Background: an optimization exercise with open tools, aiming at small area and a short achievable clock period. Do not read the settings as production practice. Where RTL was checked, it was by simulation tests only, not by an equivalence proof against the original. No functional check of the RTL was part of run 1. No activity file was given, so power comes from the tool's default toggle rates.

==> flow/design.v, too long to show whole: its modules and the start of the top module <==
// module FIR: 2835 lines
// module fa3: 4 lines
// module ha2: 4 lines
// module hb2: 4 lines
// module xn2: 3 lines
// module or2m: 3 lines
// module xr2: 3 lines
// module an2: 3 lines
// module ao21: 3 lines
// module rz: 3 lines
// module rs: 3 lines
module FIR #
(
    parameter inbit = 11,
    parameter outbit = 23,
    parameter n=32
)
(
    input rst,
    input clk,
    input wire signed [inbit-1:0] infix,
    output reg signed [outbit-1:0] outfix
);
  // ...
==> flow/run.sh <==
#!/bin/bash
# synth_recipe.tcl (not shown) runs the flow's synth.tcl, then flattens the netlist and writes it again
# the make line also repeats each setting of config.mk as NAME=value (left out here)
make -C /OpenROAD-flow-scripts/flow DESIGN_CONFIG=/design/flow/config.mk WORK_HOME=/design/flow/orfs CLKGATE_MAP_FILE= SYNTH_SCRIPT=/design/flow/synth_recipe.tcl finish
==> flow/config.mk <==
export PLATFORM = sky130hd
export DESIGN_NAME = FIR
export DESIGN_NICKNAME = FIR
export VERILOG_FILES = /design/flow/design.v
export SDC_FILE = /design/flow/constraint.sdc
export NUM_CORES = 4
export LEC_CHECK = 0
export CAP_MARGIN = 20
export CORE_MARGIN = 2
export CORE_UTILIZATION = 40
export SETUP_SLACK_MARGIN = 2.3
export SLEW_MARGIN = 20
export SYNTH_HIERARCHICAL = 1
==> flow/constraint.sdc <==
create_clock -name core_clock -period 4.2 [get_ports {clk}]
set_input_delay 0.8400 -clock core_clock [delete_from_list [all_inputs] [get_ports {clk}]]
set_output_delay 0.8400 -clock core_clock [all_outputs]
set_load 0.01 [all_outputs]
==> notes.md, run 1 <==
- Cts bufs inserted: 75
- Setup ws final: 2.04 ns
- Critical Path Source: U11[3]
- Vias post-DR: 16,700
- Buf+Inv Stages, Crit Path: 0
- Setup TNS: 0 ns
- Most common cell after layout, fill and taps aside: dfxtp_1
- Worst Path Max Fanout: 4
- HPWL after DPL: 44.4 mm
- Syn Area/Cell: 13.1 um^2
- Largest net degree at the start of global routing: 167
- Comb pwr share: 25.1%
- Net switching power: 0.00558 W
- RD Place Congestion: 0.829
- Minimum clock period: 2.16 ns
- Reg2reg path depth: 4
- Final worst-path cycle share: 51.3%
- GR Overflow Total: 0
- Placed Cells: 3,426
- Top pwr grp: sequential cells
- Crit-path cells: fa_1 -> fa_1 -> fa_2 -> nor2_1
- WP data required: 4.69 ns
- Maximum vdd ir drop: 0.296 mV
- Met2 WL: 31.6 mm
- Status: timing/DRC/antenna clean
- Grt met3 use: 2.81%
- Clk pwr: 0.00677 W
- Global routing usage on met1: 22.8%
- Starting Density: 40.2%
- Drt total wl: 62.8 mm
- Global routing's busiest layer: met2
- Non-clock buffers, area share: 3.83%
- CLK BUF: 105
==> inputs of run 2 (changes only) <==
--- a/flow/design.v
+++ b/flow/design.v
@@ -611,17 +611,17 @@
   wire dA9_4_1, dA9_5_0, dA9_5_1, dA9_6_0, dA9_6_1, dA9_7_0, dA9_7_1, dA9_8_0, dA9_8_1, dA9_9_0, dA9_9_1, dA9_10_0, dA9_10_1, dA9_11_0, dA9_11_1, dA9_12_0;
   wire dA9_12_1, dA9_13_0, dA9_13_1, dA9_14_0, dA9_14_1, dA9_15_0, dA9_15_1, dA9_16_0, dA9_16_1, dA9_17_0, dA9_17_1, dA9_18_0, dA10_0_0, dA10_0_1, dA10_1_0, dA10_1_1;
   wire dA10_2_0, dA10_3_0, dA10_3_1, dA10_4_0, dA10_4_1, dA10_5_0, dA10_5_1, dA10_6_0, dA10_6_1, dA10_7_0, dA10_7_1, dA10_8_0, dA10_8_1, dA10_9_0, dA10_9_1, dA10_10_0;
   wire dA10_10_1, dA10_11_0, dA10_11_1, dA10_12_0, dA10_12_1, dA10_13_0, dA10_13_1, dA10_14_0, dA10_14_1, dA10_15_0, dA10_15_1, dA10_16_0, dA10_16_1, dA10_17_0, dA10_18_0, dA11_0_0;
   wire dA11_0_1, dA11_1_0, dA11_1_1, dA11_2_0, dA11_2_1, dA11_3_0, dA11_4_0, dA11_4_1, dA11_5_0, dA11_5_1, dA11_6_0, dA11_6_1, dA11_7_0, dA11_7_1, dA11_8_0, dA11_8_1;
   wire dA11_9_0, dA11_9_1, dA11_10_0, dA11_10_1, dA11_11_0, dA11_11_1, dA11_12_0, dA11_12_1, dA11_13_0, dA11_13_1, dA11_14_0, dA11_14_1, dA11_15_0, dA11_16_0, dA11_17_0, dA11_18_0;
   wire dA12_0_0, dA12_1_0, dA12_2_0, dA12_2_1, dA12_3_0, dA12_3_1, dA12_4_0, dA12_4_1, dA12_5_0, dA12_6_0, dA12_6_1, dA12_7_0, dA12_7_1, dA12_8_0, dA12_8_1, dA12_9_0;
   wire dA12_9_1, dA12_10_0, dA12_10_1, dA12_11_0, dA12_11_1, dA12_12_0, dA12_12_1, dA12_13_0, dA12_14_0, dA12_15_0, dA12_16_0, dA12_17_0, dA12_18_0;
-  wire [11:0] v0 = {1'b0, wi} + {1'b0, X};    
+  wire [11:0] v0;    
   fa3 f0 (.a(U16[0]), .b(U17[0]), .c(U13[0]), .s(s1), .co(c2));
   fa3 f1 (.a(U16[1]), .b(U17[1]), .c(U13[1]), .s(s3), .co(c4));
   fa3 f2 (.a(U15[0]), .b(c2), .c(s3), .s(s5), .co(c6));
   fa3 f3 (.a(U16[2]), .b(U17[2]), .c(U13[2]), .s(s7), .co(c8));
   fa3 f4 (.a(U15[1]), .b(c4), .c(s7), .s(s9), .co(c10));
   fa3 f5 (.a(U16[3]), .b(U17[3]), .c(U13[3]), .s(s11), .co(c12));
   fa3 f6 (.a(U15[2]), .b(c8), .c(s11), .s(s13), .co(c14));
   assign s15 = ~(U16[4] ^ U17[4]);
@@ -2087,55 +2087,168 @@
   wire kg187;
   wire kp188;
   wire kg189;
   wire kp190;
   wire kg191;
   wire kp192;
   wire kg193;
   wire kp194;
-  assign fsum[0] = kx1;
   wire ks195;
-  assign fsum[1] = ks195;
   wire ks196;
-  assign fsum[2] = ks196;
   wire ks197;
-  assign fsum[3] = ks197;
   wire ks198;
-  assign fsum[4] = ks198;
   wire ks199;
-  assign fsum[5] = ks199;
   wire ks200;
-  assign fsum[6] = ks200;
   wire ks201;
-  assign fsum[7] = ks201;
   wire ks202;
-  assign fsum[8] = ks202;
   wire ks203;
-  assign fsum[9] = ks203;
   wire ks204;
-  assign fsum[10] = ks204;
   wire ks205;
-  assign fsum[11] = ks205;
   wire ks206;
-  assign fsum[12] = ks206;
   wire ks207;
-  assign fsum[13] = ks207;
   wire ks208;
-  assign fsum[14] = ks208;
   wire ks209;
-  assign fsum[15] = ks209;
   wire ks210;
-  assign fsum[16] = ks210;
   wire ks211;
-  assign fsum[17] = ks211;
   wire ks212;
-  assign fsum[18] = ks212;
   wire ks213;
+  assign fsum[0] = kx1;
+  assign fsum[1] = ks195;
+  assign fsum[2] = ks196;
+  assign fsum[3] = ks197;
+  assign fsum[4] = ks198;
+  assign fsum[5] = ks199;
+  assign fsum[6] = ks200;
+  assign fsum[7] = ks201;
+  assign fsum[8] = ks202;
+  assign fsum[9] = ks203;
+  assign fsum[10] = ks204;
+  assign fsum[11] = ks205;
+  assign fsum[12] = ks206;
+  assign fsum[13] = ks207;
+  assign fsum[14] = ks208;
+  assign fsum[15] = ks209;
+  assign fsum[16] = ks210;
+  assign fsum[17] = ks211;
+  assign fsum[18] = ks212;
   assign fsum[19] = ks213;
+  wire kx214;
+  wire kg215;
+  wire kp216;
+  wire kx217;
+  wire kg218;
+  wire kp219;
+  wire kx220;
+  wire kg221;
+  wire kp222;
+  wire kx223;
+  wire kg224;
+  wire kp225;
+  wire kx226;
+  wire kg227;
+  wire kp228;
+  wire kx229;
+  wire kg230;
+  wire kp231;
+  wire kx232;
+  wire kg233;
+  wire kp234;
+  wire kx235;
+  wire kg236;
+  wire kp237;
+  wire kx238;
+  wire kg239;
+  wire kp240;
+  wire kx241;
+  wire kg242;
+  wire kp243;
+  wire kx244;
+  wire kg245;
+  wire kp246;
+  wire kg247;
+  wire kp248;
+  wire kg249;
+  wire kp250;
+  wire kg251;
+  wire kp252;
+  wire kg253;
+  wire kp254;
+  wire kg255;
+  wire kp256;
+  wire kg257;
+  wire kp258;
+  wire kg259;
+  wire kp260;
+  wire kg261;
+  wire kp262;
+  wire kg263;
+  wire kp264;
+  wire kg265;
+  wire kp266;
+  wire kg267;
+  wire kp268;
+  wire kg269;
+  wire kp270;
+  wire kg271;
+  wire kp272;
+  wire kg273;
+  wire kp274;
+  wire kg275;
+  wire kp276;
+  wire kg277;
+  wire kp278;
+  wire kg279;
+  wire kp280;
+  wire kg281;
+  wire kp282;
+  wire kg283;
+  wire kp284;
+  wire kg285;
+  wire kp286;
+  wire kg287;
+  wire kp288;
+  wire kg289;
+  wire kp290;
+  wire kg291;
+  wire kp292;
+  wire kg293;
+  wire kp294;
+  wire kg295;
+  wire kp296;
+  wire kg297;
+  wire kp298;
+  wire kg299;
+  wire kp300;
+  wire kg301;
+  wire kp302;
+  wire kg303;
+  wire kp304;
+  wire ks305;
+  wire ks306;
+  wire ks307;
+  wire ks308;
+  wire ks309;
+  wire ks310;
+  wire ks311;
+  wire ks312;
+  wire ks313;
+  wire ks314;
+  assign v0[0] = kx214;
+  assign v0[1] = ks305;
+  assign v0[2] = ks306;
+  assign v0[3] = ks307;
+  assign v0[4] = ks308;
+  assign v0[5] = ks309;
+  assign v0[6] = ks310;
+  assign v0[7] = ks311;
+  assign v0[8] = ks312;
+  assign v0[9] = ks313;
+  assign v0[10] = ks314;
+  assign v0[11] = kg299;
   xr2 m1 (.a(A0_0_0), .b(A0_0_1), .y(kx1));
   an2 m2 (.a(A0_0_0), .b(A0_0_1), .y(kg2));
   or2m m3 (.a(A0_0_0), .b(A0_0_1), .y(kp3));
   xr2 m4 (.a(A0_1_0), .b(A0_1_1), .y(kx4));
   an2 m5 (.a(A0_1_0), .b(A0_1_1), .y(kg5));
   or2m m6 (.a(A0_1_0), .b(A0_1_1), .y(kp6));
   xr2 m7 (.a(A0_2_0), .b(A0_2_1), .y(kx7));
   an2 m8 (.a(A0_2_0), .b(A0_2_1), .y(kg8));
@@ -2339,19 +2452,120 @@
   xr2 m206 (.a(kx34), .b(kg179), .y(ks206));
   xr2 m207 (.a(kx37), .b(kg177), .y(ks207));
   xr2 m208 (.a(kx40), .b(kg175), .y(ks208));
   xr2 m209 (.a(kx43), .b(kg173), .y(ks209));
   xr2 m210 (.a(kx46), .b(kg171), .y(ks210));
   xr2 m211 (.a(kx49), .b(kg193), .y(ks211));
   xr2 m212 (.a(kx52), .b(kg191), .y(ks212));
   xr2 m213 (.a(kx55), .b(kg189), .y(ks213));
+  xr2 m214 (.a(wi[0]), .b(X[0]), .y(kx214));
+  an2 m215 (.a(wi[0]), .b(X[0]), .y(kg215));
+  or2m m216 (.a(wi[0]), .b(X[0]), .y(kp216));
+  xr2 m217 (.a(wi[1]), .b(X[1]), .y(kx217));
+  an2 m218 (.a(wi[1]), .b(X[1]), .y(kg218));
+  or2m m219 (.a(wi[1]), .b(X[1]), .y(kp219));
+  xr2 m220 (.a(wi[2]), .b(X[2]), .y(kx220));
+  an2 m221 (.a(wi[2]), .b(X[2]), .y(kg221));
+  or2m m222 (.a(wi[2]), .b(X[2]), .y(kp222));
+  xr2 m223 (.a(wi[3]), .b(X[3]), .y(kx223));
+  an2 m224 (.a(wi[3]), .b(X[3]), .y(kg224));
+  or2m m225 (.a(wi[3]), .b(X[3]), .y(kp225));
+  xr2 m226 (.a(wi[4]), .b(X[4]), .y(kx226));
+  an2 m227 (.a(wi[4]), .b(X[4]), .y(kg227));
+  or2m m228 (.a(wi[4]), .b(X[4]), .y(kp228));
+  xr2 m229 (.a(wi[5]), .b(X[5]), .y(kx229));
+  an2 m230 (.a(wi[5]), .b(X[5]), .y(kg230));
+  or2m m231 (.a(wi[5]), .b(X[5]), .y(kp231));
+  xr2 m232 (.a(wi[6]), .b(X[6]), .y(kx232));
+  an2 m233 (.a(wi[6]), .b(X[6]), .y(kg233));
+  or2m m234 (.a(wi[6]), .b(X[6]), .y(kp234));
+  xr2 m235 (.a(wi[7]), .b(X[7]), .y(kx235));
+  an2 m236 (.a(wi[7]), .b(X[7]), .y(kg236));
+  or2m m237 (.a(wi[7]), .b(X[7]), .y(kp237));
+  xr2 m238 (.a(wi[8]), .b(X[8]), .y(kx238));
+  an2 m239 (.a(wi[8]), .b(X[8]), .y(kg239));
+  or2m m240 (.a(wi[8]), .b(X[8]), .y(kp240));
+  xr2 m241 (.a(wi[9]), .b(X[9]), .y(kx241));
+  an2 m242 (.a(wi[9]), .b(X[9]), .y(kg242));
+  or2m m243 (.a(wi[9]), .b(X[9]), .y(kp243));
+  xr2 m244 (.a(wi[10]), .b(X[10]), .y(kx244));
+  an2 m245 (.a(wi[10]), .b(X[10]), .y(kg245));
+  or2m m246 (.a(wi[10]), .b(X[10]), .y(kp246));
+  ao21 m247 (.a(kp246), .b(kg242), .c(kg245), .y(kg247));
+  an2 m248 (.a(kp246), .b(kp243), .y(kp248));
+  ao21 m249 (.a(kp243), .b(kg239), .c(kg242), .y(kg249));
+  an2 m250 (.a(kp243), .b(kp240), .y(kp250));
+  ao21 m251 (.a(kp240), .b(kg236), .c(kg239), .y(kg251));
+  an2 m252 (.a(kp240), .b(kp237), .y(kp252));
+  ao21 m253 (.a(kp237), .b(kg233), .c(kg236), .y(kg253));
+  an2 m254 (.a(kp237), .b(kp234), .y(kp254));
+  ao21 m255 (.a(kp234), .b(kg230), .c(kg233), .y(kg255));
+  an2 m256 (.a(kp234), .b(kp231), .y(kp256));
+  ao21 m257 (.a(kp231), .b(kg227), .c(kg230), .y(kg257));
+  an2 m258 (.a(kp231), .b(kp228), .y(kp258));
+  ao21 m259 (.a(kp228), .b(kg224), .c(kg227), .y(kg259));
+  an2 m260 (.a(kp228), .b(kp225), .y(kp260));
+  ao21 m261 (.a(kp225), .b(kg221), .c(kg224), .y(kg261));
+  an2 m262 (.a(kp225), .b(kp222), .y(kp262));
+  ao21 m263 (.a(kp222), .b(kg218), .c(kg221), .y(kg263));
+  an2 m264 (.a(kp222), .b(kp219), .y(kp264));
+  ao21 m265 (.a(kp219), .b(kg215), .c(kg218), .y(kg265));
+  an2 m266 (.a(kp219), .b(kp216), .y(kp266));
+  ao21 m267 (.a(kp248), .b(kg251), .c(kg247), .y(kg267));
+  an2 m268 (.a(kp248), .b(kp252), .y(kp268));
+  ao21 m269 (.a(kp250), .b(kg253), .c(kg249), .y(kg269));
+  an2 m270 (.a(kp250), .b(kp254), .y(kp270));
+  ao21 m271 (.a(kp252), .b(kg255), .c(kg251), .y(kg271));
+  an2 m272 (.a(kp252), .b(kp256), .y(kp272));
+  ao21 m273 (.a(kp254), .b(kg257), .c(kg253), .y(kg273));
+  an2 m274 (.a(kp254), .b(kp258), .y(kp274));
+  ao21 m275 (.a(kp256), .b(kg259), .c(kg255), .y(kg275));
+  an2 m276 (.a(kp256), .b(kp260), .y(kp276));
+  ao21 m277 (.a(kp258), .b(kg261), .c(kg257), .y(kg277));
+  an2 m278 (.a(kp258), .b(kp262), .y(kp278));
+  ao21 m279 (.a(kp260), .b(kg263), .c(kg259), .y(kg279));
+  an2 m280 (.a(kp260), .b(kp264), .y(kp280));
+  ao21 m281 (.a(kp262), .b(kg265), .c(kg261), .y(kg281));
+  an2 m282 (.a(kp262), .b(kp266), .y(kp282));
+  ao21 m283 (.a(kp264), .b(kg215), .c(kg263), .y(kg283));
+  an2 m284 (.a(kp264), .b(kp216), .y(kp284));
+  ao21 m285 (.a(kp268), .b(kg275), .c(kg267), .y(kg285));
+  an2 m286 (.a(kp268), .b(kp276), .y(kp286));
+  ao21 m287 (.a(kp270), .b(kg277), .c(kg269), .y(kg287));
+  an2 m288 (.a(kp270), .b(kp278), .y(kp288));
+  ao21 m289 (.a(kp272), .b(kg279), .c(kg271), .y(kg289));
+  an2 m290 (.a(kp272), .b(kp280), .y(kp290));
+  ao21 m291 (.a(kp274), .b(kg281), .c(kg273), .y(kg291));
+  an2 m292 (.a(kp274), .b(kp282), .y(kp292));
+  ao21 m293 (.a(kp276), .b(kg283), .c(kg275), .y(kg293));
+  an2 m294 (.a(kp276), .b(kp284), .y(kp294));
+  ao21 m295 (.a(kp278), .b(kg265), .c(kg277), .y(kg295));
+  an2 m296 (.a(kp278), .b(kp266), .y(kp296));
+  ao21 m297 (.a(kp280), .b(kg215), .c(kg279), .y(kg297));
+  an2 m298 (.a(kp280), .b(kp216), .y(kp298));
+  ao21 m299 (.a(kp286), .b(kg283), .c(kg285), .y(kg299));
+  an2 m300 (.a(kp286), .b(kp284), .y(kp300));
+  ao21 m301 (.a(kp288), .b(kg265), .c(kg287), .y(kg301));
+  an2 m302 (.a(kp288), .b(kp266), .y(kp302));
+  ao21 m303 (.a(kp290), .b(kg215), .c(kg289), .y(kg303));
+  an2 m304 (.a(kp290), .b(kp216), .y(kp304));
+  xr2 m305 (.a(kx217), .b(kg215), .y(ks305));
+  xr2 m306 (.a(kx220), .b(kg265), .y(ks306));
+  xr2 m307 (.a(kx223), .b(kg283), .y(ks307));
+  xr2 m308 (.a(kx226), .b(kg281), .y(ks308));
+  xr2 m309 (.a(kx229), .b(kg297), .y(ks309));
+  xr2 m310 (.a(kx232), .b(kg295), .y(ks310));
+  xr2 m311 (.a(kx235), .b(kg293), .y(ks311));
+  xr2 m312 (.a(kx238), .b(kg291), .y(ks312));
+  xr2 m313 (.a(kx241), .b(kg303), .y(ks313));
+  xr2 m314 (.a(kx244), .b(kg301), .y(ks314));
   always @(posedge clk) begin
-    X <= rst ? 11'h400 : wi;
-    U0 <= rst ? 12'h800 : v0;
+    X <= {wi[10] | rst, wi[9:0] & {10{rstn}}};
+    U0 <= {v0[11] | rst, v0[10:0] & {11{rstn}}};
     U1 <= {dU1_11, dU1_10, dU1_9, dU1_8, dU1_7, dU1_6, dU1_5, dU1_4, dU1_3, dU1_2, dU1_1, dU1_0};
     U2 <= {dU2_11, dU2_10, dU2_9, dU2_8, dU2_7, dU2_6, dU2_5, dU2_4, dU2_3, dU2_2, dU2_1, dU2_0};
     U3 <= {dU3_11, dU3_10, dU3_9, dU3_8, dU3_7, dU3_6, dU3_5, dU3_4, dU3_3, dU3_2, dU3_1, dU3_0};
     U4 <= {dU4_11, dU4_10, dU4_9, dU4_8, dU4_7, dU4_6, dU4_5, dU4_4, dU4_3, dU4_2, dU4_1, dU4_0};
     U5 <= {dU5_11, dU5_10, dU5_9, dU5_8, dU5_7, dU5_6, dU5_5, dU5_4, dU5_3, dU5_2, dU5_1, dU5_0};
     U6 <= {dU6_11, dU6_10, dU6_9, dU6_8, dU6_7, dU6_6, dU6_5, dU6_4, dU6_3, dU6_2, dU6_1, dU6_0};
     U7 <= {dU7_11, dU7_10, dU7_9, dU7_8, dU7_7, dU7_6, dU7_5, dU7_4, dU7_3, dU7_2, dU7_1, dU7_0};
     U8 <= {dU8_11, dU8_10, dU8_9, dU8_8, dU8_7, dU8_6, dU8_5, dU8_4, dU8_3, dU8_2, dU8_1, dU8_0};
@@ -2826,17 +3040,17 @@
     A0_16_0 <= dA0_16_0;
     A0_16_1 <= dA0_16_1;
     A0_17_0 <= dA0_17_0;
     A0_17_1 <= dA0_17_1;
     A0_18_0 <= dA0_18_0;
     A0_18_1 <= dA0_18_1;
     A0_19_0 <= dA0_19_0;
     A0_19_1 <= dA0_19_1;
-    outfix <= rst ? 0 : {{3{fsum[19]}}, fsum};
+    outfix <= {{3{fsum[19] & rstn}}, fsum & {20{rstn}}};
   end
 endmodule
 module fa3 (input a, input b, input c, output s, output co);
   assign s = a ^ b ^ c;
   assign co = (a & b) | (a & c) | (b & c);
 endmodule
 module ha2 (input a, input b, output s, output co);
   assign s = a ^ b;
==> flow/config.mk (replaced) <==
export PLATFORM = sky130hd
export DESIGN_NAME = FIR
export DESIGN_NICKNAME = FIR
export VERILOG_FILES = /design/flow/design.v
export SDC_FILE = /design/flow/constraint.sdc
export NUM_CORES = 4
export LEC_CHECK = 0
export CAP_MARGIN = 20
export CORE_MARGIN = 2
export CORE_UTILIZATION = 40
export CTS_BUF_LIST = sky130_fd_sc_hd__clkbuf_8
export CTS_CLUSTER_SIZE = 16
export SETUP_SLACK_MARGIN = 2.1
export SLEW_MARGIN = 20
export SYNTH_HIERARCHICAL = 1
==> notes.md, run 2 <==
- Max-Cap Viols: 0 (unchanged)
- Flop pwr share: 43.2% (was 40.6%)
- Hold path startpoint: A5_0_0 (was A7_0_1)
- RD Place Congestion: 0.795 (was 0.829)
- Multi-input gate area: 16,800 um^2 (was 17,300 um^2)
- Max reg flops: 20 (unchanged)
- Crit-path cells: fa_2 -> fa_1 -> fa_1 -> nor2_1 (was fa_1 -> fa_1 -> fa_2 -> nor2_1)
- Clock Latency Late Sink: 0.73 ns (was 0.62 ns)
- Post-DRT Antenna Nets: 0 (unchanged)
- Slowest-stage cell, CP: fa_2 (was fa_1)
- Drt total wl: 61.8 mm (was 62.8 mm)
- CTS tree: done (unchanged)
- Longest Clk Path Bufs: 3 (unchanged)
- I/O pins: 36 (unchanged)
- Clk_skew: 0.0550 ns (was 0.0202 ns)
- Max Transition Viols Final: 0 (unchanged)
- Share of layout cells above drive strength 1: 14.7% (was 29.8%)
- GRT Total Usage: 16.4% (was 17.1%)
- Clk slew on worst S/H paths: 0.06 ns (about the same)
- Syn Area/Cell: 13.0 um^2 (was 13.1 um^2)
- RSZ-0062 raised after global routing: yes (unchanged)
- Starting DRT DRC Count: 633 (was 664)
- Synthesis Warnings: 7 (unchanged)
- Clock power share: 32.9% (was 34.3%)
- Die ar.: 80,700 um^2 (was 79,700 um^2)
- Final worst-path cycle share: 50.7% (was 51.3%)
- Fraction of power spent switching nets: 29.1% (was 28.3%)
- R2R Path End: A10_8_1 (was A6_7_1)
- WP data required: 4.75 ns (was 4.69 ns)
- Largest stage delay on the critical path: 0.58 ns (was 0.59 ns)
- Minimum clock period: 2.13 ns (was 2.16 ns)
- Core Footprint: 77,600 um^2 (was 77,100 um^2)
- Critical path class: reg2reg (unchanged)
- Starting Density: 40.4% (was 40.2%)
- # hold bufs at CTS: 0 (unchanged)
- Most common cell after layout, fill and taps aside: dfxtp_1 (unchanged)
- Root Driver: clkbuf_8 (was clkbuf_16)
- Final Hold Vio Count: 0 (unchanged)
- P_int: 0.0132 W (was 0.0141 W)
- Area taken by flip-flops and latches: 14,600 um^2 (was 14,700 um^2)
- Cells after synthesis: 2,407 (was 2,366)
- Vias post-DR: 16,600 (was 16,700)
- 1st-pass router iterations: 5 (was 4)
- Reg-to-Reg Start: U9[5] (was U11[3])
- Status: timing/DRC/antenna clean (unchanged)
- Buffers on Ports: 35 (unchanged)
- Leakage power: 14.6 nW (about the same)
- Reg2reg path depth: 4 (unchanged)
- Worst EP arrival: 2.68 ns (was 2.64 ns)
- Largest net degree at the start of global routing: 205 (was 167)
- Worst Hold End: A4_0_0 (was A6_0_1)
- Final instance area: 36,000 um^2 (was 37,600 um^2)
- Worst setup SP type: register (unchanged)
- Maximum vdd ir drop: 0.276 mV (was 0.296 mV)
- First-pass GRT wire length: 104 mm (was 105 mm)
- Nets: 3,158 (was 3,173)
- Reg2reg setup slack: 2.07 ns (was 2.04 ns)
- Most frequent cells in the layout: 594 x dfxtp_1, 494 x fa_1, 265 x nand2_1, 259 x nor2_1, 150 x clkbuf_8 (was 558 x dfxtp_1, 296 x fa_1, 280 x nand2_1, 269 x nor2_1, 238 x fa_2)
- H-tree levels: 3 (unchanged)
- WL/cell: 16.7 um (was 17.1 um)
- Worst hold path depth: 1 (unchanged)
- Comb pwr share: 23.9% (was 25.1%)
- Die Ht: 284 um (was 282 um)
- DR vias/cell: 4.48 (was 4.56)
- Setup TNS: 0 ns (unchanged)
- CP most frequent cell: fa_1 (unchanged)
- Slew HR: 28.8% (was 40.4%)
- HP Class: reg2reg (unchanged)
- DP Area: 33,000 um^2 (about the same)
- # setup viols final: 0 (unchanged)
- DRC: 0 (unchanged)
- Mapped Area: 31,400 um^2 (was 31,000 um^2)
- HPWL after DPL: 44.3 mm (was 44.4 mm)
- Area grow syn2layout: 14.6% (was 21.2%)
- Power Density: 518 nW/um^2 (was 525 nW/um^2)
- CP Capture Type: register (unchanged)
- Clock sink count: 714 (was 713)
- Ant diodes: 0 (unchanged)
- Worst-Margin Slew: 1.07 ns (was 0.894 ns)
- GR Overflow Total: 0 (unchanged)
- DIE WIDTH: 284 um (was 282 um)
- Site Rows: 102 (unchanged)
- Initial antenna violation count: 1 (was 0)
- Fmax: 469 MHz (was 464 MHz)
- Net switching power: 0.00543 W (was 0.00558 W)
- Fillers: 7,098 (was 6,757)
- Worst Path Max Fanout: 6 (was 4)
- Number of global-route vias before repair: 19,500 (was 19,300)
- Cts bufs inserted: 115 (was 75)
- Reg with most FFs: outfix (unchanged)
[run 2: critical path: cells and delay by family, from the launching register on]
kind / cells / cell delay [ns]
flops: 1 / 0.40
fa+ha+maj: 3 / 1.52
simple gates: 1 / 0.04
[run 2: area by class of cell]
type / instances / share of cell area [%]
tap: 1040 / 3.62
timing repair buffer: 73 / 1.70
clock buffer: 150 / 5.74
clock inverter: 58 / 0.974
inverter: 54 / 0.574
multi-input combinational: 1616 / 46.7
sequential: 714 / 40.7
[run 2: power groups by stage]
| stage | Combinational [W] | Clock (W) | Sequential (W) |
|---|---|---|---|
| after floorplan | 0.00342 | 0 | 0.00814 |
| after global placement | 0.00452 | 0 | 0.00824 |
| after detailed placement | 0.00459 | 0 | 0.00827 |
| after CTS | 0.00457 | 0.00632 | 0.00810 |
| after global routing | 0.00525 | 0.00664 | 0.00817 |
| final | 0.00446 | 0.00612 | 0.00806 |
[run 2: what timing repair did]
action | in CTS | in global routing
setup endpoints to repair | 192 | 79
pin swaps | 3 | 28
resized for setup | 255 | 75
buffers inserted | 3 | 28
cloned | 0 | 0
[run 2: stage by stage]
step / worst slack, ns / utilization (%) / total power [W] / hold slack, ns / cells
2_1_floorplan: 0.481 / - / 0.0116 / 0.343 / 2408
3_3_place_gp: 1.32 / 42.5 / 0.0128 / 0.345 / 3466
3_5_place_dp: 1.34 / 42.5 / 0.0129 / 0.352 / 3466
4_1_cts: 2.02 / 45.9 / 0.0190 / 0.310 / 3677
5_1_grt: 2.02 / 46.3 / 0.0201 / 0.322 / 3705
6_report: 2.07 / 46.3 / 0.0186 / 0.363 / 3705
[run 2: how the worst max path moves through the flow]
| stage | startpoint | endpoint | slack, ns | cells after the start |
|---|---|---|---|---|
| CTS | outfix[19] | outfix[22] | 2.02 | 1 |
| finish | U9[5] | A10_8_1 | 2.07 | 4 |
| global route | U9[5] | A10_8_1 | 2.02 | 4 |
| detailed placement | infix[7] | U0[9] | 1.34 | 8 |
| global placement | infix[7] | U0[9] | 1.32 | 8 |
| floorplan | rst | A10_0_0 | 0.48 | 4 |
[run 2: layer usage]
layer | part of all wire [%] | track usage, % | vias to the layer above
met5 | 0 | 0 | -
met4 | 2.3 | 4.50 | 0
met3 | 3.5 | 3.09 | 107
met2 | 50 | 28.2 | 215
met1 | 44 | 21.3 | 8526
li1 | - | - | 7744
==> inputs of run 3 (changes only) <==
--- a/flow/config.mk
+++ b/flow/config.mk
@@ -9,6 +9,4 @@
 export CORE_MARGIN = 2
 export CORE_UTILIZATION = 40
-export CTS_BUF_LIST = sky130_fd_sc_hd__clkbuf_8
-export CTS_CLUSTER_SIZE = 16
 export SETUP_SLACK_MARGIN = 2.1
 export SLEW_MARGIN = 20
==> notes.md, run 3 <==
- Ant diodes: 0 (unchanged)
- GR Overflow Total: 0 (unchanged)
- Reg-to-Reg Start: U9[2] (was U9[5])
- Worst hold path depth: 1 (unchanged)
- CP most frequent cell: fa_2 (was fa_1)
- Share of layout cells above drive strength 1: 11.8% (was 14.7%)
- Number of global-route vias before repair: 19,200 (was 19,500)
- I/O pins: 36 (unchanged)
- Critical path class: reg2reg (unchanged)
- Top sig layer: met4 (unchanged)
- Syn Area/Cell: 13.0 um^2 (unchanged)
- Reg2reg path depth: 4 (unchanged)
- RD Place Congestion: 0.795 (unchanged)
- Met1 Wirelength: 27.4 mm (was 27.3 mm)
- Clk slew on worst S/H paths: 0.06 ns (about the same)
- Die ar.: 80,700 um^2 (unchanged)
- 1st-pass router iterations: 4 (was 5)
- RSZ-0062 raised after global routing: yes (unchanged)
- Root Driver: clkbuf_16 (was clkbuf_8)
- DR vias/cell: 4.51 (was 4.48)
- Initial antenna violation count: 0 (was 1)
- Status: timing/DRC/antenna clean (unchanged)
- Worst EP arrival: 2.62 ns (was 2.68 ns)
- Critical Path Source: U9[2] (was U9[5])
- Slowest-stage cell, CP: fa_2 (unchanged)
- Cts bufs inserted: 75 (was 115)
- Mapped Area: 31,400 um^2 (unchanged)
- Core Footprint: 77,600 um^2 (unchanged)
- Worst-Margin Slew: 1.03 ns (was 1.07 ns)
- Drt total wl: 61.6 mm (was 61.8 mm)
- Buffers on Ports: 35 (unchanged)
- Leakage power: 14.4 nW (was 14.6 nW)
- Worst setup SP type: register (unchanged)
- Final worst-path cycle share: 50.9% (was 50.7%)
- DIE WIDTH: 284 um (unchanged)
- Site Rows: 102 (unchanged)
- Largest net degree at the start of global routing: 205 (unchanged)
- Nets: 3,115 (was 3,158)
- Starting DRT DRC Count: 782 (was 633)
- Largest stage delay on the critical path: 0.60 ns (was 0.58 ns)
- WP data required: 4.68 ns (was 4.75 ns)
- CTS tree: done (unchanged)
- Worst Path Max Fanout: 6 (unchanged)
- First-pass GRT wire length: 104 mm (about the same)
- Maximum vdd ir drop: 0.325 mV (was 0.276 mV)
- Clock sink count: 714 (unchanged)
- Final Hold Vio Count: 0 (unchanged)
- Area grow syn2layout: 15.0% (was 14.6%)
- Post-DRT Antenna Nets: 0 (unchanged)
- Power Density: 533 nW/um^2 (was 518 nW/um^2)
- Crit-path cells: fa_2 -> fa_2 -> fa_1 -> nor2_1 (was fa_2 -> fa_1 -> fa_1 -> nor2_1)
- Setup TNS: 0 ns (unchanged)
- Max reg flops: 20 (unchanged)
- CP Capture Type: register (unchanged)
- # setup viols final: 0 (unchanged)
- Slew HR: 31.6% (was 28.8%)
- Reg with most FFs: outfix (unchanged)
- Most common cell after layout, fill and taps aside: dfxtp_1 (unchanged)
- Max-Cap Viols: 0 (unchanged)
- H-tree levels: 3 (unchanged)
- Cells after synthesis: 2,407 (unchanged)
- Fin util: 46.5% (was 46.3%)
- Max Transition Viols Final: 0 (unchanged)
- Minimum clock period: 2.14 ns (was 2.13 ns)
- HP Class: reg2reg (unchanged)
- HPWL after DPL: 44.3 mm (unchanged)
- Setup crit end: A10_5_1 (was A10_8_1)
- Met2 WL: 31.1 mm (was 30.9 mm)
- # hold bufs at CTS: 0 (unchanged)
- Starting Density: 40.4% (unchanged)
- Reg2reg setup slack: 2.06 ns (was 2.07 ns)
- Met3 WL post-DR: 1.78 mm (was 2.15 mm)
- Synthesis Warnings: 7 (unchanged)
- Power Total: 0.0192 W (was 0.0186 W)
- Fmax: 467 MHz (was 469 MHz)
- Buf+Inv Stages, Crit Path: 0 (unchanged)
- Clock Latency Late Sink: 0.63 ns (was 0.73 ns)
- WL/cell: 17.0 um (was 16.7 um)
- Placed Cells: 3,466 (unchanged)
- Cell family with most CP delay: adder cells (unchanged)
- Clk_skew: 0.0312 ns (was 0.0550 ns)
- Vias post-DR: 16,400 (was 16,600)
- Die Ht: 284 um (unchanged)
- R2R Path End: A10_5_1 (was A10_8_1)
- Most frequent cells in the layout: 598 x dfxtp_1, 499 x fa_1, 265 x nand2_1, 259 x nor2_1, 124 x or2_1 (was 594 x dfxtp_1, 494 x fa_1, 265 x nand2_1, 259 x nor2_1, 150 x clkbuf_8)
- Number of cells on the critical path: 4 (unchanged)
- Layout Cells excl Fill: 3,627 (was 3,705)
- GRT Total Usage: 16.4% (about the same)
- Longest Clk Path Bufs: 3 (unchanged)
- DRC: 0 (unchanged)
run 3: what timing repair did:
| item | 4_1_cts | 5_1_grt |
|---|---|---|
| gates resized for setup | 186 | 76 |
| setup endpoints to repair | 194 | 82 |
| pin swaps | 2 | 16 |
| buffers inserted | 3 | 25 |
run 3: routing by layer:
metal,up-vias,track usage [%]
li1,7643,-
met1,8468,21.5
met2,170,28.4
met3,80,2.45
met4,0,4.08
met5,-,0
run 3: report_power, final:
group | internal, W | switching (W)
Combinational | 0.00229 | 0.00219
Sequential | 0.00755 | 0.000500
Clock | 0.00395 | 0.00276
Total | 0.0138 | 0.00545
run 3: area by class of cell:
type	instances	area (um^2)
repair buffers	70	658
inverters	54	206
fillers	7031	41500
multi-input cells	1616	16800
well taps	1040	1300
flip-flops and latches	714	14600
clock inverters	23	360
clock buffers	110	2150
run 3: worst min-delay path by stage:
stage | from | end | slack (ns)
after floorplan | A11_0_1 | A10_0_0 | 0.34
after detailed placement | A12_18_0 | A11_18_0 | 0.35
after global routing | A12_1_0 | A11_1_0 | 0.37
final | A12_18_0 | A11_18_0 | 0.36
after global placement | A10_18_0 | A9_18_0 | 0.34
after CTS | A12_18_0 | A11_18_0 | 0.37
run 3: through the flow:
step | hold WS, ns | setup WS, ns | area [um^2]
2_1_floorplan | 0.343 | 0.481 | 31400
3_3_place_gp | 0.345 | 1.32 | 33000
3_5_place_dp | 0.352 | 1.34 | 33000
4_1_cts | 0.366 | 2.07 | 35700
5_1_grt | 0.374 | 2.01 | 36100
6_report | 0.364 | 2.06 | 36100
==> inputs of run 4 (changes only) <==
--- a/flow/config.mk
+++ b/flow/config.mk
@@ -8,5 +8,6 @@
 export CAP_MARGIN = 20
 export CORE_MARGIN = 2
-export CORE_UTILIZATION = 40
+export CORE_UTILIZATION = 60
+export PLACE_DENSITY = 0.75
 export SETUP_SLACK_MARGIN = 2.1
 export SLEW_MARGIN = 20
==> notes.md, run 4 <==
- Worst-Margin Slew: 1.02 ns (was 1.03 ns)
- 1st-pass router iterations: 5 (was 4)
- GR Overflow Total: 0 (unchanged)
- Reg-to-Reg Start: X[6] (was U9[2])
- Max-Cap Viols: 0 (unchanged)
- Vias post-DR: 16,700 (was 16,400)
- Fmax: 471 MHz (was 467 MHz)
- Number of global-route vias before repair: 19,100 (was 19,200)
- DP Area: 32,500 um^2 (was 33,000 um^2)
- Layout Cells excl Fill: 3,256 (was 3,627)
- Met2 WL: 32.6 mm (was 31.1 mm)
- Die Ht: 233 um (was 284 um)
- HP Class: reg2reg (unchanged)
- Root Driver: clkbuf_16 (unchanged)
- Initial antenna violation count: 1 (was 0)
- Most common cell after layout, fill and taps aside: dfxtp_1 (unchanged)
- CP Capture Type: register (unchanged)
- Starting Density: 60.9% (was 40.4%)
- Hold path startpoint: A7_0_1 (was A12_18_0)
- # hold bufs at CTS: 0 (unchanged)
- Post-DRT Antenna Nets: 0 (unchanged)
- Nets: 3,113 (was 3,115)
- Largest net degree at the start of global routing: 99 (was 205)
- Final worst-path cycle share: 50.6% (was 50.9%)
- Buffers on Ports: 35 (unchanged)
- Final Hold Vio Count: 0 (unchanged)
- Worst EP arrival: 2.60 ns (was 2.62 ns)
- Cells after synthesis: 2,407 (unchanged)
- Clock Latency Late Sink: 0.62 ns (was 0.63 ns)
- Minimum clock period: 2.12 ns (was 2.14 ns)
- Fillers: 3,501 (was 7,031)
- WP data required: 4.68 ns (about the same)
- Worst setup SP type: register (unchanged)
- Area grow syn2layout: 13.0% (was 15.0%)
- Power Density: 534 nW/um^2 (was 533 nW/um^2)
- First-pass GRT wire length: 102 mm (was 104 mm)
- I/O pins: 36 (unchanged)
- Drt total wl: 62.3 mm (was 61.6 mm)
- Leakage power: 14.3 nW (was 14.4 nW)
- Reg2reg setup slack: 2.08 ns (was 2.06 ns)
- # setup viols final: 0 (unchanged)
- Most frequent cells in the layout: 605 x dfxtp_1, 500 x fa_1, 265 x nand2_1, 258 x nor2_1, 124 x or2_1 (was 598 x dfxtp_1, 499 x fa_1, 265 x nand2_1, 259 x nor2_1, 124 x or2_1)
- Max Transition Viols Final: 0 (unchanged)
- DIE WIDTH: 233 um (was 284 um)
- Longest Clk Path Bufs: 3 (unchanged)
- Placed Cells: 3,108 (was 3,466)
- Worst hold path depth: 1 (unchanged)
- Synthesis Warnings: 7 (unchanged)
- Slew HR: 32.3% (was 31.6%)
- WL/cell: 19.1 um (was 17.0 um)
- Share of layout cells above drive strength 1: 11.4% (was 11.8%)
- Reg with most FFs: outfix (unchanged)
- R2R Path End: A0_7_1 (was A10_5_1)
- Mapped Area: 31,400 um^2 (unchanged)
- Hold_ws: 0.361 ns (was 0.364 ns)
- HPWL after DPL: 43.1 mm (was 44.3 mm)
- Met3 WL post-DR: 2.85 mm (was 1.78 mm)
- DRC: 0 (unchanged)
- Worst Hold End: A6_0_1 (was A11_18_0)
- Met1 Wirelength: 25.4 mm (was 27.4 mm)
- DR vias/cell: 5.13 (was 4.51)
- Clock sink count: 714 (unchanged)
- RSZ-0062 raised after global routing: yes (unchanged)
- Fin util: 68.8% (was 46.5%)
- Final instance area: 35,500 um^2 (was 36,100 um^2)
- Clk slew on worst S/H paths: 0.06 ns (about the same)
- Critical path class: reg2reg (unchanged)
- Maximum vdd ir drop: 0.341 mV (was 0.325 mV)
- Core Footprint: 51,500 um^2 (was 77,600 um^2)
- Max reg flops: 20 (unchanged)
- RD Place Congestion: 0.869 (was 0.795)
- GRT Total Usage: 24.9% (was 16.4%)
- Setup TNS: 0 ns (unchanged)
- Status: timing/DRC/antenna clean (unchanged)
- Reg2reg path depth: 4 (unchanged)
- Syn Area/Cell: 13.0 um^2 (unchanged)
- Worst Path Max Fanout: 4 (was 6)
- Cts bufs inserted: 72 (was 75)
- H-tree levels: 3 (unchanged)
- Clk_skew: 0.0332 ns (was 0.0312 ns)
- CTS tree: done (unchanged)
- Critical Path Source: X[6] (was U9[2])
- Site Rows: 83 (was 102)
- Die ar.: 54,100 um^2 (was 80,700 um^2)
- Top sig layer: met4 (unchanged)
- Starting DRT DRC Count: 884 (was 782)
## run 4: final cells by class
class | count | area [um^2] | area share (%)
Multi-Input combinational cell | 1616 | 16800 | 47.4
Inverter | 54 | 206 | 0.582
Sequential cell | 714 | 14600 | 41.2
Timing Repair inverter | 1 | 5.00 | 0.0141
Antenna cell | 1 | 2.50 | 0.00706
Timing Repair Buffer | 70 | 669 | 1.89
Clock inverter | 20 | 229 | 0.646
Clock buffer | 100 | 2080 | 5.87
Tap cell | 680 | 851 | 2.40
## run 4: power breakdown
| group | leakage (nW) | switching (W) | internal, W |
|---|---|---|---|
| Sequential | 5.86 | 0.000509 | 0.00755 |
| Combinational | 7.33 | 0.00221 | 0.00233 |
| Clock | 1.14 | 0.00263 | 0.00370 |
| Total | 14.3 | 0.00535 | 0.0136 |
## run 4: worst max path at each step
stage                          to  cells past startpoint
final                      A0_7_1                      4
after CTS                  A7_7_1                      4
after floorplan           A10_0_0                      4
after detailed placement  A9_14_0                      4
after global placement    U13[11]                      4
after global routing      A6_15_1                      5
## run 4: timing repair
item | in CTS | in global routing
gates cloned | 1 | 0
pin swaps | 14 | 20
buffers inserted | 5 | 21
resized for setup | 185 | 79
endpoints found under the setup margin | 418 | 165
## run 4: worst max-delay path, stage by stage, from the launching register on
cell and delay (ns):
dfxtp_1 0.35, fa_1 0.45, fa_1 0.51, fa_1 0.47, or2_1 0.22
## run 4: stage by stage
step / worst slack (ns) / power, W
final: 2.08 / 0.0189
after global routing: 2.01 / 0.0201
after CTS: 2.05 / 0.0191
after detailed placement: 1.31 / 0.0128
after global placement: 1.38 / 0.0127
after floorplan: 0.481 / 0.0116
## run 4: per-layer routing
metal  vias to the layer above  track usage [%]
li1                       7619                -
met1                      8696             32.0
met2                       305             43.6
met3                        98             4.38
met4                         0             7.11
met5                         -                0
==> inputs of run 5 (changes only) <==
--- a/flow/config.mk
+++ b/flow/config.mk
@@ -9,4 +9,7 @@
 export CORE_MARGIN = 2
 export CORE_UTILIZATION = 60
+export CTS_BUF_LIST = sky130_fd_sc_hd__clkbuf_16
+export CTS_CLUSTER_DIAMETER = 100
+export CTS_CLUSTER_SIZE = 25
 export PLACE_DENSITY = 0.75
 export SETUP_SLACK_MARGIN = 2.1
==> notes.md, run 5 <==
- Root Driver: clkbuf_16 (unchanged)
- H-tree levels: 2 (was 3)
- HP Class: reg2reg (unchanged)
- Die ar.: 54,100 um^2 (unchanged)
- Clock Latency Late Sink: 0.59 ns (was 0.62 ns)
- Area grow syn2layout: 8.76% (was 13.0%)
- 1st-pass router iterations: 5 (unchanged)
- DR vias/cell: 5.17 (was 5.13)
- Share of layout cells above drive strength 1: 9.54% (was 11.4%)
- WP data required: 4.65 ns (was 4.68 ns)
- Setup TNS: 0 ns (unchanged)
- Max Transition Viols Final: 0 (unchanged)
- Reg with most FFs: outfix (unchanged)
- Cts bufs inserted: 34 (was 72)
- Worst EP arrival: 2.64 ns (was 2.60 ns)
- Final instance area: 34,100 um^2 (was 35,500 um^2)
- HPWL after DPL: 43.1 mm (unchanged)
- DP Area: 32,500 um^2 (unchanged)
- I/O pins: 36 (unchanged)
- Most common cell after layout, fill and taps aside: dfxtp_1 (unchanged)
- Synthesis Warnings: 7 (unchanged)
- CTS tree: done (unchanged)
- Status: timing/DRC/antenna clean (unchanged)
- GRT Total Usage: 23.7% (was 24.9%)
- Longest Clk Path Bufs: 3 (unchanged)
- Clk slew on worst S/H paths: 0.10 ns (was 0.06 ns)
- Most frequent cells in the layout: 593 x dfxtp_1, 499 x fa_1, 265 x nand2_1, 258 x nor2_1, 124 x or2_1 (was 605 x dfxtp_1, 500 x fa_1, 265 x nand2_1, 258 x nor2_1, 124 x or2_1)
- Minimum clock period: 2.19 ns (was 2.12 ns)
- Drt total wl: 59.4 mm (was 62.3 mm)
- Site Rows: 83 (unchanged)
- Starting Density: 60.9% (unchanged)
- Vias post-DR: 16,400 (was 16,700)
- Power Density: 474 nW/um^2 (was 534 nW/um^2)
- Clk_skew: 0.0305 ns (was 0.0332 ns)
- WL/cell: 18.7 um (was 19.1 um)
- DRC: 0 (unchanged)
- GR Overflow Total: 0 (unchanged)
- First-pass GRT wire length: 97.7 mm (was 102 mm)
- Layout Cells excl Fill: 3,177 (was 3,256)
- Final worst-path cycle share: 52.1% (was 50.6%)
- Maximum vdd ir drop: 0.334 mV (was 0.341 mV)
- Initial antenna violation count: 1 (unchanged)
- Starting DRT DRC Count: 1,032 (was 884)
- Max reg flops: 20 (unchanged)
- DIE WIDTH: 233 um (unchanged)
- Leakage power: 13.7 nW (was 14.3 nW)
- Number of global-route vias before repair: 18,400 (was 19,100)
- Cells after synthesis: 2,407 (unchanged)
- Max-Cap Viols: 0 (unchanged)
- Nets: 3,079 (was 3,113)
- Fin util: 66.3% (was 68.8%)
- Syn Area/Cell: 13.0 um^2 (unchanged)
- Core Footprint: 51,500 um^2 (unchanged)
- # hold bufs at CTS: 0 (unchanged)
- RD Place Congestion: 0.869 (unchanged)
- Critical path class: reg2reg (unchanged)
- Buffers on Ports: 35 (unchanged)
- Placed Cells: 3,108 (unchanged)
- Final Hold Vio Count: 0 (unchanged)
- Fmax: 457 MHz (was 471 MHz)
- Post-DRT Antenna Nets: 0 (unchanged)
- Slew HR: 32.0% (was 32.3%)
- Worst Path Max Fanout: 5 (was 4)
- Worst setup SP type: register (unchanged)
- Mapped Area: 31,400 um^2 (unchanged)
- Worst-Margin Slew: 1.02 ns (about the same)
- CP Capture Type: register (unchanged)
- # setup viols final: 0 (unchanged)
- Clock sink count: 714 (unchanged)
- Die Ht: 233 um (unchanged)
- RSZ-0062 raised after global routing: yes (unchanged)
- Largest net degree at the start of global routing: 99 (unchanged)
- Fillers: 3,723 (was 3,501)
-- run 5: critical path, cell delays in order (launching register included) --
cell and delay (ns):
dfxtp_4 0.39, buf_4 0.14, fa_1 0.52, fa_1 0.46, fa_1 0.50, nor2_1 0.04
-- run 5: area by class of cell --
type                       instances  area, um^2  area share (%)
antenna                            1        2.50         0.00733
clock buffer                      35         876            2.57
clock inverter                     2        25.0          0.0733
inverter                          54         206           0.605
multi-input combinational       1616       16800            49.2
sequential                       714       14600            42.9
tap                              680         851            2.49
timing repair buffer              74         726            2.13
timing repair inverter             1        5.00          0.0147
-- run 5: final timing paths --
| check | start | endpoint | slack (ns) | cells after the start |
|---|---|---|---|---|
| worst max-delay path | U9[7] | A6_12_1 | 2.01 | 5 |
| worst min-delay path | A8_1_1 | A7_1_0 | 0.36 | 1 |
| worst max register to register | U9[7] | A6_12_1 | 2.01 | 5 |
| worst min register to register | A8_1_1 | A7_1_0 | 0.36 | 1 |
-- run 5: metal layers --
| layer | wire, um | share of wire [%] | up-vias | track usage [%] |
|---|---|---|---|---|
| met5 | 0 | 0 | - | 0 |
| met4 | 1390 | 2.3 | 0 | 5.85 |
| met3 | 2480 | 4.2 | 75 | 3.13 |
| met2 | 30700 | 52 | 285 | 41.4 |
| met1 | 24800 | 42 | 8555 | 31.6 |
| li1 | - | - | 7497 | - |
-- run 5: what timing repair did --
action,CTS,global route
resized for setup,181,96
cloned,1,0
buffers inserted,11,19
endpoints found under the setup margin,431,169
pin swaps,8,15
-- run 5: report_power, final --
group          total (W)  switching [W]  internal [W]  leakage [nW]
Clock            0.00361        0.00210       0.00151         0.443
Sequential       0.00803       0.000494       0.00754          5.86
Combinational    0.00453        0.00219       0.00234          7.36
Total             0.0162        0.00478        0.0114          13.7
-- run 5: metrics by stage --
stage	worst slack (ns)	total power [W]	hold WS, ns
final	2.01	0.0162	0.362
after global routing	1.97	0.0174	0.377
after CTS	2.05	0.0163	0.366
after detailed placement	1.31	0.0128	0.348
after global placement	1.38	0.0127	0.345
after floorplan	0.481	0.0116	0.343
==> inputs of run 6 (changes only) <==
--- a/flow/config.mk
+++ b/flow/config.mk
@@ -8,9 +8,8 @@
 export CAP_MARGIN = 20
 export CORE_MARGIN = 2
-export CORE_UTILIZATION = 60
+export CORE_UTILIZATION = 40
 export CTS_BUF_LIST = sky130_fd_sc_hd__clkbuf_16
 export CTS_CLUSTER_DIAMETER = 100
 export CTS_CLUSTER_SIZE = 25
-export PLACE_DENSITY = 0.75
 export SETUP_SLACK_MARGIN = 2.1
 export SLEW_MARGIN = 20
==> notes.md, run 6 <==
- Syn Area/Cell: 13.0 um^2 (unchanged)
- WP data required: 4.63 ns (was 4.65 ns)
- Starting Density: 40.4% (was 60.9%)
- Final worst-path cycle share: 50.7% (was 52.1%)
- Share of layout cells above drive strength 1: 9.53% (was 9.54%)
- DIE WIDTH: 284 um (was 233 um)
- HPWL after DPL: 44.3 mm (was 43.1 mm)
- Core Footprint: 77,600 um^2 (was 51,500 um^2)
- Maximum vdd ir drop: 0.291 mV (was 0.334 mV)
- Worst EP arrival: 2.56 ns (was 2.64 ns)
- Reg with most FFs: outfix (unchanged)
- Reg2reg setup slack: 2.07 ns (was 2.01 ns)
- Buffers on Ports: 35 (unchanged)
- Crit-path cells: fa_2 -> fa_2 -> fa_1 -> nor2_1 (was buf_4 -> fa_1 -> fa_1 -> fa_1 -> nor2_1)
- Number of global-route vias before repair: 18,600 (was 18,400)
- Leakage power: 13.7 nW (about the same)
- DRC: 0 (unchanged)
- Worst-Margin Slew: 0.947 ns (was 1.02 ns)
- Ant diodes: 0 (was 1)
- Slowest-stage cell, CP: fa_2 (was fa_1)
- Placed Cells: 3,466 (was 3,108)
- I/O pins: 36 (unchanged)
- Nets: 3,075 (was 3,079)
- Power Total: 0.0164 W (was 0.0162 W)
- Status: timing/DRC/antenna clean (unchanged)
- Slew HR: 36.9% (was 32.0%)
- Vias post-DR: 16,100 (was 16,400)
- Max reg flops: 20 (unchanged)
- CTS tree: done (unchanged)
- Worst Path Max Fanout: 5 (unchanged)
- Clk slew on worst S/H paths: 0.10 ns (about the same)
- Max-Cap Viols: 0 (unchanged)
- GRT Total Usage: 16.0% (was 23.7%)
- Longest Clk Path Bufs: 3 (unchanged)
- Root Driver: clkbuf_16 (unchanged)
- DP Area: 33,000 um^2 (was 32,500 um^2)
- Most common cell after layout, fill and taps aside: dfxtp_1 (unchanged)
- Cts bufs inserted: 36 (was 34)
- Final instance area: 34,600 um^2 (was 34,100 um^2)
- Worst setup SP type: register (unchanged)
- HP Class: reg2reg (unchanged)
- # setup viols final: 0 (unchanged)
- Largest net degree at the start of global routing: 205 (was 99)
- H-tree levels: 2 (unchanged)
- Final Hold Vio Count: 0 (unchanged)
- WL/cell: 17.1 um (was 18.7 um)
- Clock Latency Late Sink: 0.59 ns (about the same)
- Starting DRT DRC Count: 708 (was 1,032)
- Power Density: 473 nW/um^2 (was 474 nW/um^2)
- Clk_skew: 0.0432 ns (was 0.0305 ns)
- Most frequent cells in the layout: 595 x dfxtp_1, 496 x fa_1, 265 x nand2_1, 259 x nor2_1, 124 x or2_1 (was 593 x dfxtp_1, 499 x fa_1, 265 x nand2_1, 258 x nor2_1, 124 x or2_1)
- Site Rows: 102 (was 83)
- DR vias/cell: 4.55 (was 5.17)
- # hold bufs at CTS: 0 (unchanged)
- Synthesis Warnings: 7 (unchanged)
- Initial antenna violation count: 0 (was 1)
- Drt total wl: 60.3 mm (was 59.4 mm)
- First-pass GRT wire length: 102 mm (was 97.7 mm)
- Setup ws final: 2.07 ns (was 2.01 ns)
- Fmax: 470 MHz (was 457 MHz)
- CP Capture Type: register (unchanged)
- Clock sink count: 714 (unchanged)
- Setup TNS: 0 ns (unchanged)
- RSZ-0062 raised after global routing: yes (unchanged)
- Minimum clock period: 2.13 ns (was 2.19 ns)
- Post-place setup slack: 1.34 ns (was 1.31 ns)
- GR Overflow Total: 0 (unchanged)
- RD Place Congestion: 0.795 (was 0.869)
- Mapped Area: 31,400 um^2 (unchanged)
- Layout Cells excl Fill: 3,537 (was 3,177)
- Largest stage delay on the critical path: 0.56 ns (was 0.52 ns)
- Cells after synthesis: 2,407 (unchanged)
- Die Ht: 284 um (was 233 um)
- Max Transition Viols Final: 0 (unchanged)
- 1st-pass router iterations: 4 (was 5)
- Critical path class: reg2reg (unchanged)
- CP most frequent cell: fa_2 (was fa_1)
- Die ar.: 80,700 um^2 (was 54,100 um^2)
- Post-DRT Antenna Nets: 0 (unchanged)
- Area grow syn2layout: 10.3% (was 8.76%)
==> run 6: path summary, 6_finish.rpt <==
kind | start | endpoint | cells after the start
worst max-delay path | U4[10] | A3_10_1 | 4
worst min-delay path | A7_19_0 | A6_19_0 | 1
worst max register to register | U4[10] | A3_10_1 | 4
worst min register to register | A7_19_0 | A6_19_0 | 1
==> run 6: what timing repair did <==
item                                    in CTS  in global routing
buffers inserted                             6                 21
resized for setup                          199                 72
pin swaps                                    3                 13
endpoints found under the setup margin     193                 79
==> run 6: final cells by class <==
type                    count  area [um^2]
well taps                1040         1300
repair buffers             69          644
flip-flops and latches    714        14600
fillers                  7186        43000
inverters                  54          206
clock buffers              36          901
multi-input cells        1616        16800
clock inverters             8          130
==> run 6: per-layer routing <==
metal,vias to the layer above,routed length (um),GRT usage [%]
met3,60,1850,1.81
met4,0,859,2.80
met5,-,0,0
li1,7487,-,-
met1,8397,27000,21.5
met2,152,30600,28.2
==> run 6: critical path: cells and delay by family, from the launching register on <==
| kind | cells | cell delay [ns] |
|---|---|---|
| simple gates | 1 | 0.05 |
| fa+ha+maj | 3 | 1.49 |
| flops | 1 | 0.42 |
==> run 6: report_power, final <==
part / internal [W] / switching (W)
sequential: 0.00754 / 0.000501
combinational: 0.00229 / 0.00218
clock: 0.00166 / 0.00221
==> run 6: metrics by stage <==
stage,utilization [%],hold WS [ns]
after floorplan,-,0.343
after global placement,42.5,0.345
after detailed placement,42.5,0.352
after CTS,44.2,0.371
after global routing,44.6,0.383
final,44.6,0.371

-- afterwards: timing with drivers on the ports --
In the flow no input, the clock included, has a driving cell. The finished layouts below were timed again as built, in two steps.
Step 1: set_driving_cell puts a clkbuf_16 on clk and a buf_2 on each other input, an assumption about the parent block.
Step 2, shift: input delay + t, output delay - t, t = (earliest + latest rising clock arrival at the registers) / 2. This alone moves slack from input paths to output paths.
a / b / c = ideal ports / drivers / drivers and shift; a / b = the first two.
run | shift t [ns] | slack for setup (ns) | latest minus earliest clock arrival (ns)
run 1 | 0.669 | 2.045 / 2.045 / 1.505 | 0.022 / 0.022
run 2 | 0.760 | 2.069 / 2.069 / 1.364 | 0.055 / 0.055
run 3 | 0.678 | 2.060 / 2.060 / 1.459 | 0.033 / 0.033
run 4 | 0.659 | 2.076 / 2.076 / 1.492 | 0.036 / 0.035
run 5 | 0.629 | 2.011 / 2.011 / 1.518 | 0.032 / 0.032
run 6 | 0.633 | 2.071 / 2.071 / 1.547 | 0.048 / 0.047
After both steps setup and hold are still met in every run listed. For run 2, which loses most, drivers alone change the setup slack by 0.000 ns; drivers and shift together by -0.705 ns.
